From an optimization exercise on the open Yosys and OpenROAD flow, aimed at small area and a short achievable clock period; shortcuts taken in it are not production practice.

## T
==> module rf_read_port, before the edit <==
module rf_read_port
    #(parameter DATA_SIZE = 32, parameter GATED = 32)
    (
    input wire [8 * DATA_SIZE - 1:0] i_rf,
    input wire [7:0] i_sel,
    input wire i_fwd_res,
    input wire [DATA_SIZE - 1:0] i_wr_result,
    input wire i_fwd_ld,
    input wire [DATA_SIZE - 1:0] i_data,
    input wire i_en,
    output wire [DATA_SIZE - 1:0] o_value,
    output wire [GATED - 1:0] o_gated
    );
    wire [3 * DATA_SIZE - 1:0] t;
    rf_read_terms #(.DATA_SIZE(DATA_SIZE)) TERMS (
        .i_rf(i_rf), .i_sel(i_sel), .i_fwd_res(i_fwd_res), .i_wr_result(i_wr_result), .o_t(t));
    rf_read_final #(.DATA_SIZE(DATA_SIZE), .GATED(GATED)) FINAL (
        .i_t(t), .i_fwd_ld(i_fwd_ld), .i_data(i_data), .i_en(i_en),
        .o_value(o_value), .o_gated(o_gated));
endmodule
==> module rf_read_terms, before the edit <==
module rf_read_terms
    #(parameter DATA_SIZE = 32)
    (
    input wire [8 * DATA_SIZE - 1:0] i_rf,
    input wire [7:0] i_sel,
    input wire i_fwd_res,
    input wire [DATA_SIZE - 1:0] i_wr_result,
    output wire [3 * DATA_SIZE - 1:0] o_t
    );
    wire [DATA_SIZE - 1:0] r0 = i_rf[0 * DATA_SIZE +: DATA_SIZE];
    wire [DATA_SIZE - 1:0] r1 = i_rf[1 * DATA_SIZE +: DATA_SIZE];
    wire [DATA_SIZE - 1:0] r2 = i_rf[2 * DATA_SIZE +: DATA_SIZE];
    wire [DATA_SIZE - 1:0] r3 = i_rf[3 * DATA_SIZE +: DATA_SIZE];
    wire [DATA_SIZE - 1:0] r4 = i_rf[4 * DATA_SIZE +: DATA_SIZE];
    wire [DATA_SIZE - 1:0] r5 = i_rf[5 * DATA_SIZE +: DATA_SIZE];
    wire [DATA_SIZE - 1:0] r6 = i_rf[6 * DATA_SIZE +: DATA_SIZE];
    wire [DATA_SIZE - 1:0] r7 = i_rf[7 * DATA_SIZE +: DATA_SIZE];
    assign o_t[0 * DATA_SIZE +: DATA_SIZE] = ~(({DATA_SIZE{i_sel[0]}} & r0) | ({DATA_SIZE{i_sel[1]}} & r1) |
                                               ({DATA_SIZE{i_sel[2]}} & r2));
    assign o_t[1 * DATA_SIZE +: DATA_SIZE] = ~(({DATA_SIZE{i_sel[3]}} & r3) | ({DATA_SIZE{i_sel[4]}} & r4) |
                                               ({DATA_SIZE{i_sel[5]}} & r5));
    assign o_t[2 * DATA_SIZE +: DATA_SIZE] = ~(({DATA_SIZE{i_sel[6]}} & r6) | ({DATA_SIZE{i_sel[7]}} & r7) |
                                               ({DATA_SIZE{i_fwd_res}} & i_wr_result));
endmodule
==> module rf_read_final, before the edit <==
module rf_read_final
    #(parameter DATA_SIZE = 32, parameter GATED = 32)
    (
    input wire [3 * DATA_SIZE - 1:0] i_t,
    input wire i_fwd_ld,
    input wire [DATA_SIZE - 1:0] i_data,
    input wire i_en,
    output wire [DATA_SIZE - 1:0] o_value,
    output wire [GATED - 1:0] o_gated
    );
    wire [DATA_SIZE - 1:0] d_n = ~({DATA_SIZE{i_fwd_ld}} & i_data);
    wire [DATA_SIZE - 1:0] all_n = i_t[0 * DATA_SIZE +: DATA_SIZE] & i_t[1 * DATA_SIZE +: DATA_SIZE] &
                                   i_t[2 * DATA_SIZE +: DATA_SIZE];
    assign o_value = ~(all_n & d_n);
    assign o_gated = {GATED{i_en}} & o_value[GATED - 1:0];
endmodule
clock: 7.0 ns
lec_check: 0
cap_margin: 20
core_margin: 2
core_utilization: 55
place_density: 0.65
setup_slack_margin: 3.6
slew_margin: 20
synth_hierarchical: 1
tns_end_percent: 0
buffer_ports_args: -buffer_cell sky130_fd_sc_hd__buf_4
standard.sh (not shown) runs the stock make flow with config.mk's settings and CLKGATE_MAP_FILE= SYNTH_SCRIPT=/design/flow/synth_recipe.tcl, a recipe that flattens the netlist after the stock synthesis.
==> flow/flow/run.sh <==
#!/bin/bash
# Layout flow: the standard flow (standard.sh, unchanged synthesis),
# with the port buffers made of buf_4 cells instead of the slow delay-cell
# buffers the resizer otherwise picks (and cannot resize away).
set -euo pipefail
echo 'export BUFFER_PORTS_ARGS = -buffer_cell sky130_fd_sc_hd__buf_4' >> config.mk
bash standard.sh > standard_flow.log 2>&1
## Diff of input files: S against T
diff --git a/flow/design.v b/flow/design.v
--- a/flow/design.v
+++ b/flow/design.v
@@ -9,54 +9,16 @@
     input wire i_fwd_ld,
     input wire [DATA_SIZE - 1:0] i_data,
     input wire i_en,
-    output wire [DATA_SIZE - 1:0] o_value,
+    output reg [DATA_SIZE - 1:0] o_value,
     output wire [GATED - 1:0] o_gated
     );
-    wire [3 * DATA_SIZE - 1:0] t;
-    rf_read_terms #(.DATA_SIZE(DATA_SIZE)) TERMS (
-        .i_rf(i_rf), .i_sel(i_sel), .i_fwd_res(i_fwd_res), .i_wr_result(i_wr_result), .o_t(t));
-    rf_read_final #(.DATA_SIZE(DATA_SIZE), .GATED(GATED)) FINAL (
-        .i_t(t), .i_fwd_ld(i_fwd_ld), .i_data(i_data), .i_en(i_en),
-        .o_value(o_value), .o_gated(o_gated));
-endmodule
-module rf_read_terms
-    #(parameter DATA_SIZE = 32)
-    (
-    input wire [8 * DATA_SIZE - 1:0] i_rf,
-    input wire [7:0] i_sel,
-    input wire i_fwd_res,
-    input wire [DATA_SIZE - 1:0] i_wr_result,
-    output wire [3 * DATA_SIZE - 1:0] o_t
-    );
-    wire [DATA_SIZE - 1:0] r0 = i_rf[0 * DATA_SIZE +: DATA_SIZE];
-    wire [DATA_SIZE - 1:0] r1 = i_rf[1 * DATA_SIZE +: DATA_SIZE];
-    wire [DATA_SIZE - 1:0] r2 = i_rf[2 * DATA_SIZE +: DATA_SIZE];
-    wire [DATA_SIZE - 1:0] r3 = i_rf[3 * DATA_SIZE +: DATA_SIZE];
-    wire [DATA_SIZE - 1:0] r4 = i_rf[4 * DATA_SIZE +: DATA_SIZE];
-    wire [DATA_SIZE - 1:0] r5 = i_rf[5 * DATA_SIZE +: DATA_SIZE];
-    wire [DATA_SIZE - 1:0] r6 = i_rf[6 * DATA_SIZE +: DATA_SIZE];
-    wire [DATA_SIZE - 1:0] r7 = i_rf[7 * DATA_SIZE +: DATA_SIZE];
-    assign o_t[0 * DATA_SIZE +: DATA_SIZE] = ~(({DATA_SIZE{i_sel[0]}} & r0) | ({DATA_SIZE{i_sel[1]}} & r1) |
-                                               ({DATA_SIZE{i_sel[2]}} & r2));
-    assign o_t[1 * DATA_SIZE +: DATA_SIZE] = ~(({DATA_SIZE{i_sel[3]}} & r3) | ({DATA_SIZE{i_sel[4]}} & r4) |
-                                               ({DATA_SIZE{i_sel[5]}} & r5));
-    assign o_t[2 * DATA_SIZE +: DATA_SIZE] = ~(({DATA_SIZE{i_sel[6]}} & r6) | ({DATA_SIZE{i_sel[7]}} & r7) |
-                                               ({DATA_SIZE{i_fwd_res}} & i_wr_result));
-endmodule
-module rf_read_final
-    #(parameter DATA_SIZE = 32, parameter GATED = 32)
-    (
-    input wire [3 * DATA_SIZE - 1:0] i_t,
-    input wire i_fwd_ld,
-    input wire [DATA_SIZE - 1:0] i_data,
-    input wire i_en,
-    output wire [DATA_SIZE - 1:0] o_value,
-    output wire [GATED - 1:0] o_gated
-    );
-    wire [DATA_SIZE - 1:0] d_n = ~({DATA_SIZE{i_fwd_ld}} & i_data);
-    wire [DATA_SIZE - 1:0] all_n = i_t[0 * DATA_SIZE +: DATA_SIZE] & i_t[1 * DATA_SIZE +: DATA_SIZE] &
-                                   i_t[2 * DATA_SIZE +: DATA_SIZE];
-    assign o_value = ~(all_n & d_n);
+    integer k;
+    always @(*)
+    begin
+        o_value = ({DATA_SIZE{i_fwd_res}} & i_wr_result) | ({DATA_SIZE{i_fwd_ld}} & i_data);
+        for (k = 0; k < 8; k = k + 1)
+            o_value = o_value | ({DATA_SIZE{i_sel[k]}} & i_rf[k * DATA_SIZE +: DATA_SIZE]);
+    end
     assign o_gated = {GATED{i_en}} & o_value[GATED - 1:0];
 endmodule
 module zero_detect
Notes after the runs:
S has DRC marker count from the first detailed-route iteration below what T had. Going from T to S, final instance area lost 1.5%, stage delay of the slowest cell on the critical path down 0.20 ns, wire length on met2 barely changed. S ends up with a site row count that is about 1.3% higher than in T. Against T, routed wire length in S fell slightly. Run comparison: S type of the worst setup path in -> reg; T type of the worst setup path reg -> reg. Changes observed in S relative to T: non-clock buffer count shows a reduction of about 25%; smallest hold slack climbed 0.031 ns; shortest period the worst path allows increased 0.13 ns. Taking T as the reference, in S cell area after synthesis has increased, fraction of layout instances using a drive strength above 1 shows a reduction of 1.9 points, global routing usage on met1 rose by 0.58 points.
No run of this note included a check of the RTL's function; only the layout flow was run.

## what the ideal ports hide
The flow's constraints put no driver on any port. The routed layouts listed below were extracted and timed again, unchanged, in two steps.
Step 1 (the two cells are an assumption about what drives the block):
set clk [get_ports {i_clk}]
set_driving_cell -lib_cell sky130_fd_sc_hd__clkbuf_16 $clk
set_driving_cell -lib_cell sky130_fd_sc_hd__buf_2 [delete_from_list [all_inputs] $clk]
Step 2 times the ports against the registers' clock, not the clock port: input delays grow and output delays shrink by t, the midpoint of the rising clock arrivals with the driver on.
Slacks: no drivers / after step 1 / after step 2; pairs: no drivers / after step 1.
| run | shift t [ns] | setup WS [ns] | worst slew at a driven data input, ns |
|---|---|---|---|
| T | 0.639 | 3.010 / 3.010 / 2.672 | 0.09 |
| S | 0.634 | 2.877 / 2.890 / 2.256 | 0.15 |
After both steps every run listed still meets setup and hold. The setup slack of S, which loses most, moves by +0.013 ns with the drivers and by -0.621 ns with both steps.
